What follows belongs to an exercise in optimizing a design on an open flow for small area, a short achievable clock period and few clock cycles per item; a production flow would make more cautious choices.
Function was not checked in any run shown here: the RTL went through the layout flow alone.
Power figures rest on the tool's default switching activity, not on a simulated workload.

**flow/constraint.sdc**
```tcl
create_clock -name core_clock -period 7.0 [get_ports {clock}]
set_input_delay 1.4000 -clock core_clock [delete_from_list [all_inputs] [get_ports {clock}]]
set_output_delay 1.4000 -clock core_clock [all_outputs]
set_load 0.01 [all_outputs]
```
**flow/config.mk**
```make
export PLATFORM = sky130hd
export DESIGN_NAME = ysyx_23060203_MDU
export DESIGN_NICKNAME = ysyx_23060203_MDU
export VERILOG_FILES = /design/flow/design.v
export SDC_FILE = /design/flow/constraint.sdc
export NUM_CORES = 4
export LEC_CHECK = 0
export CAP_MARGIN = 20
export CORE_MARGIN = 2
export CORE_UTILIZATION = 40
export SLEW_MARGIN = 20
```
**flow/design.v**
```verilog
module ysyx_23060203_LZC (
  input [31:0] x,
  output [5:0] z
);
  wire [15:0] v0;
  wire [15:0] z0;
  wire [7:0] v1;
  wire [15:0] z1;
  wire [3:0] v2;
  wire [11:0] z2;
  wire [1:0] v3;
  wire [7:0] z3;
  genvar i;
  generate
    for (i = 0; i < 16; i = i + 1) begin : g0
      assign v0[i] = x[2*i+1] | x[2*i];
      assign z0[i] = ~x[2*i+1];
    end
    for (i = 0; i < 8; i = i + 1) begin : g1
      assign v1[i] = v0[2*i+1] | v0[2*i];
      assign z1[2*i+1:2*i] = v0[2*i+1] ? {1'b0, z0[2*i+1]} : {1'b1, z0[2*i]};
    end
    for (i = 0; i < 4; i = i + 1) begin : g2
      assign v2[i] = v1[2*i+1] | v1[2*i];
      assign z2[3*i+2:3*i] = v1[2*i+1] ? {1'b0, z1[4*i+3:4*i+2]} : {1'b1, z1[4*i+1:4*i]};
    end
    for (i = 0; i < 2; i = i + 1) begin : g3
      assign v3[i] = v2[2*i+1] | v2[2*i];
      assign z3[4*i+3:4*i] = v2[2*i+1] ? {1'b0, z2[6*i+5:6*i+3]} : {1'b1, z2[6*i+2:6*i]};
    end
  endgenerate
  assign z = v3[1] ? {2'b00, z3[7:4]} : (v3[0] ? {2'b01, z3[3:0]} : 6'd32);
endmodule
module ysyx_23060203_MDU (
  input clock, reset,
  input flush,
  output in_ready,
  input in_valid,
  input [2:0] in_op,  
  input [31:0] in_a, in_b,
  input out_ready,
  output out_valid,
  output [31:0] out_data
);
  localparam S_IDLE = 2'd0, S_PREP = 2'd1, S_RUN = 2'd2, S_DONE = 2'd3;
  reg [1:0] st;
  reg [2:0] op;
  reg [4:0] cnt;
  reg neg;
  reg [31:0] H, L, B;
  reg [32:0] A;
  wire fire = in_valid & in_ready;
  assign in_ready = (st == S_IDLE) | ((st == S_DONE) & out_ready);
  assign out_valid = st == S_DONE;
  wire is_div = op[2];
  wire in_div = in_op[2];
  wire a_signed = in_div ? ~in_op[0] : (in_op[1:0] != 2'd3);
  wire b_signed = in_div ? ~in_op[0] : ~in_op[1];
  wire sa = a_signed & in_a[31];
  wire sb = b_signed & in_b[31];
  wire [31:0] ua = sa ? -in_a : in_a;
  wire [31:0] ub = sb ? -in_b : in_b;
  wire [5:0] za_in, zb_in;
  ysyx_23060203_LZC lza (.x(ua), .z(za_in));
  ysyx_23060203_LZC lzb (.x(ub), .z(zb_in));
  wire bz_in = zb_in[5];
  wire neg_in = in_div ? (in_op[1] ? sa : (sa ^ sb) & ~bz_in) : (sa ^ sb);
  wire [5:0] za = H[5:0];
  wire [5:0] zb = H[11:6];
  wire swap = za > zb;  
  wire [31:0] mcand = swap ? A[31:0] : L;
  wire [31:0] mplier = swap ? L : A[31:0];
  wire [5:0] zm = swap ? za : zb;
  wire bz = zb[5];
  wire [6:0] k = {1'b0, zb} - {1'b0, za};
  wire kneg = k[6];
  wire [4:0] sh_amt = is_div ? {k[4:1], 1'b1} : {zm[4:1], 1'b0};
  wire [31:0] sh_in = is_div ? A[31:0] : mplier;
  wire [32:0] sh_out = {1'b0, sh_in} << sh_amt;
  wire [4:0] steps = is_div ? ((bz | kneg) ? 5'd0 : {1'b0, k[4:1]} + 5'd1)
                            : (zm[5] ? 5'd0 : 5'd16 - {1'b0, zm[4:1]});
  wire [32:0] x1 = is_div ? {1'b0, L} : {1'b0, L[30:0], 1'b0};
  wire [32:0] y1 = is_div ? ~A : {1'b0, B[31] ? A[31:0] : 32'd0};
  wire [33:0] s1 = {1'b0, x1} + {1'b0, y1} + {33'd0, is_div};
  wire c1 = is_div ? s1[33] : s1[32];
  wire [31:0] r1 = (is_div & ~c1) ? L : s1[31:0];
  wire [32:0] x2 = is_div ? {1'b0, r1} : {1'b0, r1[30:0], 1'b0};
  wire [32:0] y2 = is_div ? {1'b1, ~A[32:1]} : {1'b0, B[30] ? A[31:0] : 32'd0};
  wire [33:0] s2 = {1'b0, x2} + {1'b0, y2} + {33'd0, is_div};
  wire c2 = is_div ? s2[33] : s2[32];
  wire [31:0] r2 = (is_div & ~c2) ? r1 : s2[31:0];
  wire [31:0] hsh = {H[29:0], L[31], r1[31]};
  always @(posedge clock) begin
    if (reset) begin
      st <= S_IDLE;
    end else if (fire) begin
      st <= S_PREP;
    end else if (flush) begin
      st <= S_IDLE;
    end else begin
      case (st)
        S_PREP: st <= (steps == 5'd0) ? S_DONE : S_RUN;
        S_RUN: if (cnt == 5'd1) st <= S_DONE;
        S_DONE: if (out_ready) st <= S_IDLE;
        default: ;
      endcase
    end
  end
  always @(posedge clock) begin
    if (fire) begin
      op <= in_op;
      neg <= neg_in;
      L <= ua;
      A <= {1'b0, ub};
      H[11:0] <= {zb_in, za_in};
    end else if (st == S_PREP) begin
      cnt <= steps;
      H <= 32'd0;
      if (is_div) begin
        A <= sh_out;
        B <= {32{bz}};
      end else begin
        L <= 32'd0;
        A <= {1'b0, mcand};
        B <= sh_out[31:0];
      end
    end else if (st == S_RUN) begin
      cnt <= cnt - 5'd1;
      L <= r2;
      if (is_div) begin
        A <= {2'b0, A[32:2]};
        B <= {B[29:0], c1, c2};
      end else begin
        H <= hsh + {30'd0, c1, c2};
        B <= {B[29:0], 2'b0};
      end
    end
  end
  wire hi = ~is_div & (op[1:0] != 2'd0);
  wire [31:0] x = hi ? H : ((is_div & ~op[1]) ? B : L);
  wire cin = hi ? (L == 32'd0) : 1'b1;
  assign out_data = neg ? (~x + {31'd0, cin}) : x;
endmodule
```
**flow/run.sh**
```bash
#!/bin/bash
# synth_recipe.tcl (not shown) runs the flow's synth.tcl, then flattens the netlist and writes it again
# the make line also repeats each setting of config.mk as NAME=value (left out here)
make -C /OpenROAD-flow-scripts/flow DESIGN_CONFIG=/design/flow/config.mk WORK_HOME=/design/flow/orfs CLKGATE_MAP_FILE= SYNTH_SCRIPT=/design/flow/synth_recipe.tcl finish
```
==> impl_metrics.yaml, run 1 <==
grt:
  grt_first_pass_wirelength_um: 137000
  grt_usage: 0.366
  number_of_antenna_violations_at_the_first_check_in_global_routing: 6
  grt_pass1_vias: 21900
  globalRouteOverflowTotal: 0
  grt_start_max_net_pins: 79
cts:
  clock_path_buffers: 2
  tritoncts: "built"
  cts_made_buffers: 17
  cts.root.buffer_cell: "sky130_fd_sc_hd__clkbuf_16"
  htree_num_levels: 4
  clock_insertion_delay_worst_skew_ps: 480
  clkSinkCount: 140
  clkSlewWorstSetupHoldPaths_ps: 70
cells_and_area:
  final_net_count: 3227
  layout-drive-gt1-share: 0.265
  stdcell_count: 3693
  areaGrowthSynthToFinish_pct: 36.7
  layout.cell_area.non_filler_mm2: 0.0267
  finish.utilization: 0.556
drt:
  vias_per_cell: 6.24
  firstDrtPassIters: 5
  drt_drc_violations_left: 0
  drt-initial-drc-count: 2672
  drt_wl_total_um: 94600
  ant_nets: 0
  wl_per_cell_um: 25.6
  vias: 23000
floorplan:
  top_level_ports: 106
  die_w_um: 225
  placement_rows: 80
  fp.dieArea_mm2: 0.0506
  initial_utilization: 0.407
  die-height_um: 225
  floorplan.core_area_mm2: 0.0479
worst_hold_path:
  hold_class: "reg -> reg"
  hold-path-endpoint: "B[3]"
  worstHoldPathCells: 1
  hold_path_startpoint: "B[1]"
logic_synthesis:
  synth-xor-area-share: 0.0817
  synthSimpleGateAreaFrac: 0.219
  yosysSeqAreaShare: 0.214
  synth-compound-area-share: 0.282
  async_reset_ff_frac: 0
  synth.yosys.warnings: 1
  mappedNetlistNets: 2748
  syn_area_mm2: 0.0195
  synthAdderAreaFrac: 0.0607
  synthCells: 2585
  synth.area.mux_share: 0.0939
  postSynthAreaPerCell_um2: 7.55
  synth_enable_flop_cells: 137
  synth-seq-cells: 140
  dominant_combinational_cell_family_by_area_after_synthesis: "compound AO/OA/AOI/OAI gates"
  synthFlopType: "sky130_fd_sc_hd__edfxtp_1"
  synth_cell_type_count: 87
placement:
  io_buffer_count: 105
  pre_cts_slack_ps: -1050
  dp_hpwl_um: 74300
  dpl_cell_area_mm2: 0.0244
  gpl.final_weighted_congestion: 1.04
  placed_cells: 3590
sta:
  setup_ws_ps: -662
  clock.fmax_mhz: 131
  timing.final.crit_period_ps: 7660
  drv_slew: 0
  finalClockSkew_ps: 14.4
  timing_hold_violations_final: 0
  layout_worst_path_cycle_share: 1.09
  max_slew.worst_pin.slew_ps: 1290
  report.final.setup_viol: 28
  setup_total_negative_slack_ps: -10710
  slew-limit-headroom: 0.134
  grt_setup_unrepaired: "true"
  final.hold.worst_slack_ps: 570
setup_path:
  sort_of_element_at_the_end_of_the_critical_path: "flop"
  buffer_and_inverter_count_on_the_worst_path: 6
  crit-reg2reg-launch: "op[2]"
  crit_path_max_incr_delay_ps: 440
  reg2reg_setup_slack_ps: -660
  worst_setup_path_start_kind: "flop"
  worst_r2r_endpoint: "H[29]"
  crit_path_max_fanout: 7
  worst_path_dominant_cell_family: "compound AO/OA/AOI/OAI gates"
  setup.worst_path.class: "reg -> reg"
  worst_ep_required_time_ps: 7200
  slowest_stage: "sky130_fd_sc_hd__edfxtp_1"
  timing.reg2reg.worst_path_depth: 40
  worst_ep_arrival_time_ps: 7870
flow_run:
  drv_cap: 0
power:
  design_power_total_mw: 16.7
  leakagePower_nw: 11.0
  power-per-cell-area_mw_per_mm2: 628
  peakVddDrop_v: 0.000313
outcome:
  run_status: "finished with violations"
  violations: "setup timing"
-- flip-flops by register name (all words and copies together) (netlist names) --
signal and flops:
st 2, op 3, cnt 5, A 33, H 32, L 32, neg 1, B 32
-- worst max-delay path by stage --
stage	startpoint	endpoint	slack (ps)	cells past startpoint
after floorplan	op[2]	H[26]	-1040	40
after global placement	op[2]	H[26]	-820	37
after detailed placement	op[2]	H[26]	-1050	37
after CTS	op[2]	H[26]	-700	43
after global routing	op[2]	H[26]	-970	40
final	op[2]	H[29]	-660	40
-- synth_stat cells (15+ instances only) --
library cell,instances,share of area
sky130_fd_sc_hd__a2111oi_0,23,0.010
sky130_fd_sc_hd__mux2_2,52,0.030
sky130_fd_sc_hd__a211oi_1,48,0.018
sky130_fd_sc_hd__ha_1,85,0.055
sky130_fd_sc_hd__o21ai_0,230,0.059
sky130_fd_sc_hd__nand2b_1,30,0.0096
sky130_fd_sc_hd__xor2_1,82,0.037
sky130_fd_sc_hd__o31ai_1,19,0.0073
sky130_fd_sc_hd__o22ai_1,20,0.0064
sky130_fd_sc_hd__nand2_1,320,0.062
sky130_fd_sc_hd__and3_1,17,0.0055
sky130_fd_sc_hd__nor4_1,23,0.0074
sky130_fd_sc_hd__mux2i_1,120,0.062
sky130_fd_sc_hd__xnor2_1,100,0.045
sky130_fd_sc_hd__o221ai_1,16,0.0072
sky130_fd_sc_hd__nand3_1,60,0.015
sky130_fd_sc_hd__a31oi_1,40,0.013
sky130_fd_sc_hd__and2_1,15,0.0048
sky130_fd_sc_hd__o211ai_1,40,0.015
sky130_fd_sc_hd__nand4_1,24,0.0077
sky130_fd_sc_hd__nor2b_1,25,0.0080
sky130_fd_sc_hd__a21oi_1,154,0.039
sky130_fd_sc_hd__a21o_1,75,0.029
sky130_fd_sc_hd__inv_1,77,0.015
sky130_fd_sc_hd__nor3_1,56,0.014
sky130_fd_sc_hd__nor2_1,255,0.049
sky130_fd_sc_hd__o21bai_1,15,0.0058
sky130_fd_sc_hd__clkbuf_1,140,0.027
sky130_fd_sc_hd__buf_1,22,0.0042
sky130_fd_sc_hd__or3_1,23,0.0074
sky130_fd_sc_hd__edfxtp_1,137,0.21
-- placed cells by master (no fill, tap or decap), types with 80 or more instances in the layout --
master,n
sky130_fd_sc_hd__a21oi_1,132
sky130_fd_sc_hd__nand2_1,298
sky130_fd_sc_hd__edfxtp_1,137
sky130_fd_sc_hd__mux2i_1,113
sky130_fd_sc_hd__xor2_1,80
sky130_fd_sc_hd__clkdlybuf4s50_1,105
sky130_fd_sc_hd__o21ai_0,206
sky130_fd_sc_hd__nor2_1,243
sky130_fd_sc_hd__xnor2_1,92
sky130_fd_sc_hd__buf_4,488
-- cells by family (layout without fill, tap and decap cells) --
group | Yosys count | after routing
AO/OA/AOI/OAI | 838 | 838
XOR/XNOR | 182 | 182
adder cells (fa/ha/maj) | 91 | 91
buffers and inverters | 251 | 743
flip-flops | 140 | 140
multiplexers | 174 | 174
other | 0 | 1
AND/OR/NAND/NOR | 909 | 909
-- worst register-to-register path: cells and delay by family (launching register included) --
family	cells	cell delay, ps
AND/OR/NAND/NOR	14	2060
AO/OA/AOI/OAI	13	2050
adder cells (fa/ha/maj)	4	1250
buffers and inverters	6	890
multiplexers	2	550
flip-flops	1	440
XOR/XNOR	1	140
-- power breakdown --
group          internal [mW]  switching (mW)
clock                  0.505           0.444
combinational           6.19            7.91
sequential              1.37           0.310
-- final cells by class --
| type | count | area, um^2 |
|---|---|---|
| diodes | 1 | 2.50 |
| clock buffers | 19 | 443 |
| clock inverters | 13 | 131 |
| fillers | 4528 | 21300 |
| inverters | 79 | 302 |
| multi-input cells | 2194 | 15500 |
| flip-flops and latches | 140 | 4170 |
| well taps | 615 | 769 |
| repair buffers | 632 | 5330 |
-- per-layer routing --
layer | vias to the layer above | global-route usage | part of all wire | routed length [um]
met3 | 247 | 0.0929 | 0.099 | 9360
met5 | - | 0 | 0.00068 | 64
met4 | 6 | 0.179 | 0.054 | 5140
li1 | 10600 | - | - | -
met2 | 1170 | 0.560 | 0.43 | 40800
met1 | 11000 | 0.478 | 0.42 | 39300
-- what timing repair did --
action                     4_1_cts  5_1_grt
hold endpoints to repair         0        0
setup endpoints to repair       31       60
hold buffers                     0        0
buffers inserted                51       23
pin swaps                       76       56
gates cloned                     5        0
resized for setup              138       78
==> inputs of run 2 (changes only) <==
--- a/flow/config.mk
+++ b/flow/config.mk
@@ -8,4 +8,5 @@
 export CAP_MARGIN = 20
 export CORE_MARGIN = 2
 export CORE_UTILIZATION = 40
+export SETUP_SLACK_MARGIN = 3.0
 export SLEW_MARGIN = 20
==> run 2 against run 1 <==
Still fails the layout checks on setup timing; utilization is 4.0 points higher; sequential power about the same; clock power grew 7%; clock skew barely moved; flip-flop and latch count is the same; largest cell class unchanged; routed wire length up 4.2%; synthesized area did not move.
==> impl_metrics.yaml, run 2 <==
grt:
  globalRouteOverflowTotal: 0
  grt_first_pass_wirelength_um: 141000
  grt_usage: 0.373
  grt_start_max_net_pins: 83
  grt_pass1_vias: 22200
  number_of_antenna_violations_at_the_first_check_in_global_routing: 1
setup_path:
  worst_ep_arrival_time_ps: 7820
  setup.worst_path.class: "reg -> reg"
  worst_setup_path_start_kind: "flop"
  worst_ep_required_time_ps: 7200
  sort_of_element_at_the_end_of_the_critical_path: "flop"
  worst_path_dominant_cell_family: "simple AND/OR/NAND/NOR gates"
  crit_path_max_fanout: 7
  buffer_and_inverter_count_on_the_worst_path: 6
  slowest_stage: "sky130_fd_sc_hd__edfxtp_1"
  crit_top_cell: "sky130_fd_sc_hd__buf_12"
  crit_path_max_incr_delay_ps: 420
logic_synthesis:
  post_synth_top_area_cell: "sky130_fd_sc_hd__edfxtp_1"
  synth_cell_type_count: 87
  synth_top_area_frac: 0.211
  synthFlopType: "sky130_fd_sc_hd__edfxtp_1"
  synth.yosys.warnings: 1
  mappedNetlistNets: 2748
  ys_top_cells_by_area: "sky130_fd_sc_hd__edfxtp_1 (21%), sky130_fd_sc_hd__mux2i_1 (6.2%), sky130_fd_sc_hd__nand2_1 (6.2%), sky130_fd_sc_hd__o21ai_0 (5.9%), sky130_fd_sc_hd__ha_1 (5.5%)"
  synthCells: 2585
  post_synth_most_frequent_cells: "sky130_fd_sc_hd__nand2_1 (320), sky130_fd_sc_hd__nor2_1 (255), sky130_fd_sc_hd__o21ai_0 (230), sky130_fd_sc_hd__a21oi_1 (154), sky130_fd_sc_hd__clkbuf_1 (140)"
  yosysSeqAreaShare: 0.214
  most_repeated_cell_in_the_gate_level_netlist_after_synthesis: "sky130_fd_sc_hd__nand2_1"
  async_reset_ff_frac: 0
  postSynthAreaPerCell_um2: 7.55
  syn_area_mm2: 0.0195
  synth-seq-cells: 140
  synth_enable_flop_cells: 137
drt:
  ant_nets: 0
  firstDrtPassIters: 6
  wl_per_cell_um: 26.2
  vias: 23900
  drt-initial-drc-count: 2757
  vias_per_cell: 6.36
  drt_drc_violations_left: 0
  drt_wl_total_um: 98600
cells_and_area:
  largest_reg_flops: 33
  areaGrowthSynthToFinish_pct: 46.6
  max_flop_register: "A"
  layout.filler_cells: 4249
  register_area_mm2: 0.00417
  antenna_cells: 0
  layout.cell_area.non_filler_mm2: 0.0286
  stdcell_count: 3764
  layout_commonest_cell: "sky130_fd_sc_hd__buf_4"
  finish.utilization: 0.597
  multi_input_comb_area_mm2: 0.0166
  most-common-layout-cells: "sky130_fd_sc_hd__buf_4 (509), sky130_fd_sc_hd__nand2_1 (288), sky130_fd_sc_hd__nor2_1 (234)"
  final_net_count: 3299
  layout-drive-gt1-share: 0.338
placement:
  io_buffer_count: 105
  dp_hpwl_um: 74000
  placed_cells: 3590
  pre_cts_slack_ps: -994
  gpl.final_weighted_congestion: 1.03
  dpl_cell_area_mm2: 0.0247
sta:
  grt_setup_unrepaired: "true"
  setup_total_negative_slack_ps: -10120
  slew-limit-headroom: 0.242
  layout_worst_path_cycle_share: 1.09
  drv_slew: 0
  max_slew.worst_pin.slew_ps: 1130
  final.hold.worst_slack_ps: 578
  report.final.setup_viol: 32
  setup_ws_ps: -620
  timing.final.crit_period_ps: 7620
  timing_hold_violations_final: 0
  finalClockSkew_ps: 14.5
  clock.fmax_mhz: 131
cts:
  clock_path_buffers: 2
  cts.root.buffer_cell: "sky130_fd_sc_hd__clkbuf_16"
  clkSlewWorstSetupHoldPaths_ps: 70
  cts_hold_buf: 0
  tritoncts: "built"
  clock_insertion_delay_worst_skew_ps: 480
  htree_num_levels: 4
  clkSinkCount: 140
  cts_made_buffers: 17
power:
  comb_power_share: 0.852
  seqPwrFrac: 0.093
  power-per-cell-area_mw_per_mm2: 640
  leakagePower_nw: 12.0
  design_power_total_mw: 18.3
  switching_share: 0.513
  peakVddDrop_v: 0.000356
  power.switching_mw: 9.39
  power_frac_clock: 0.056
  p_int_mw: 8.92
floorplan:
  placement_rows: 80
  die_w_um: 225
  die-height_um: 225
  top_level_ports: 106
  initial_utilization: 0.407
  fp.dieArea_mm2: 0.0506
  floorplan.core_area_mm2: 0.0479
worst_hold_path:
  hold_class: "reg -> reg"
outcome:
  run_status: "finished with violations"
  violations: "setup timing"
flow_run:
  drv_cap: 0
==> run 2: worst paths after layout <==
kind,from,cells after the start,endpoint,slack (ps)
max,op[2],40,H[28],-620
min,B[12],1,B[14],580
max reg2reg,op[2],40,H[28],-620
min reg2reg,B[12],1,B[14],580
==> run 2: power groups by stage <==
stage	combinational, mW	clock, mW	sequential, mW
after detailed placement	12.7	0	1.68
final	15.6	1.02	1.70
after floorplan	6.96	0	1.61
after CTS	13.9	1.01	1.67
after global placement	12.6	0	1.68
after global routing	16.3	1.04	1.72
==> run 2: kinds of logic (layout without fill, tap and decap cells) <==
| family | Yosys count | after routing | synth area share |
|---|---|---|---|
| buffers and inverters | 251 | 814 | 0.0492 |
| and+or+nand+nor | 909 | 910 | 0.219 |
| AOI/OAI and AO/OA | 838 | 838 | 0.282 |
| xor gates and xnor gates | 182 | 182 | 0.0817 |
| adders and majority gates | 91 | 91 | 0.0607 |
| muxes | 174 | 174 | 0.0939 |
| DFF | 140 | 140 | 0.214 |
==> run 2: layout make-up <==
class | instances | share of cell area
clock buffer | 17 | 0.0149
clock inverter | 15 | 0.00647
inverter | 79 | 0.0108
multi-input combinational | 2195 | 0.580
sequential | 140 | 0.146
tap | 615 | 0.0269
timing repair buffer | 703 | 0.215
==> run 2: what timing repair did <==
action                                  4_1_cts  5_1_grt
endpoints found under the setup margin      161      163
hold endpoints to repair                      0        0
pin swaps                                    81      115
gates resized for setup                     278      261
cloned                                        6        5
setup buffers                                45       84
==> run 2: routing by layer <==
| metal | GRT usage | up-vias | part of all wire |
|---|---|---|---|
| li1 | - | 10800 | - |
| met1 | 0.479 | 11600 | 0.40 |
| met2 | 0.590 | 1285 | 0.45 |
| met3 | 0.0841 | 287 | 0.097 |
| met4 | 0.185 | 0 | 0.053 |
| met5 | 0 | - | 0 |

-- port drivers added, routing unchanged --
The flow's constraints put no driver on any port. The routed layouts listed below were extracted and timed again, unchanged, in two steps. Step 1, drivers: a clkbuf_16 drives clock and a buf_2 each remaining input, both assumed. Step 2, shift: input delay + t, output delay - t, t = (earliest + latest rising clock arrival at the registers) / 2. This alone moves slack from input paths to output paths. a / b / c = ideal / step 1 / step 2; a / b = the first two.
| run | shift t [ns] | slack for setup (ns) | latest minus earliest clock arrival (ns) | slew at the worst register clock pin (ns) |
|---|---|---|---|---|
| run 1 | 0.530 | -0.662 / -0.662 / -0.662 | 0.015 / 0.014 | 0.07 / 0.07 |
| run 2 | 0.536 | -0.620 / -0.620 / -0.620 | 0.015 / 0.014 | 0.07 / 0.07 |
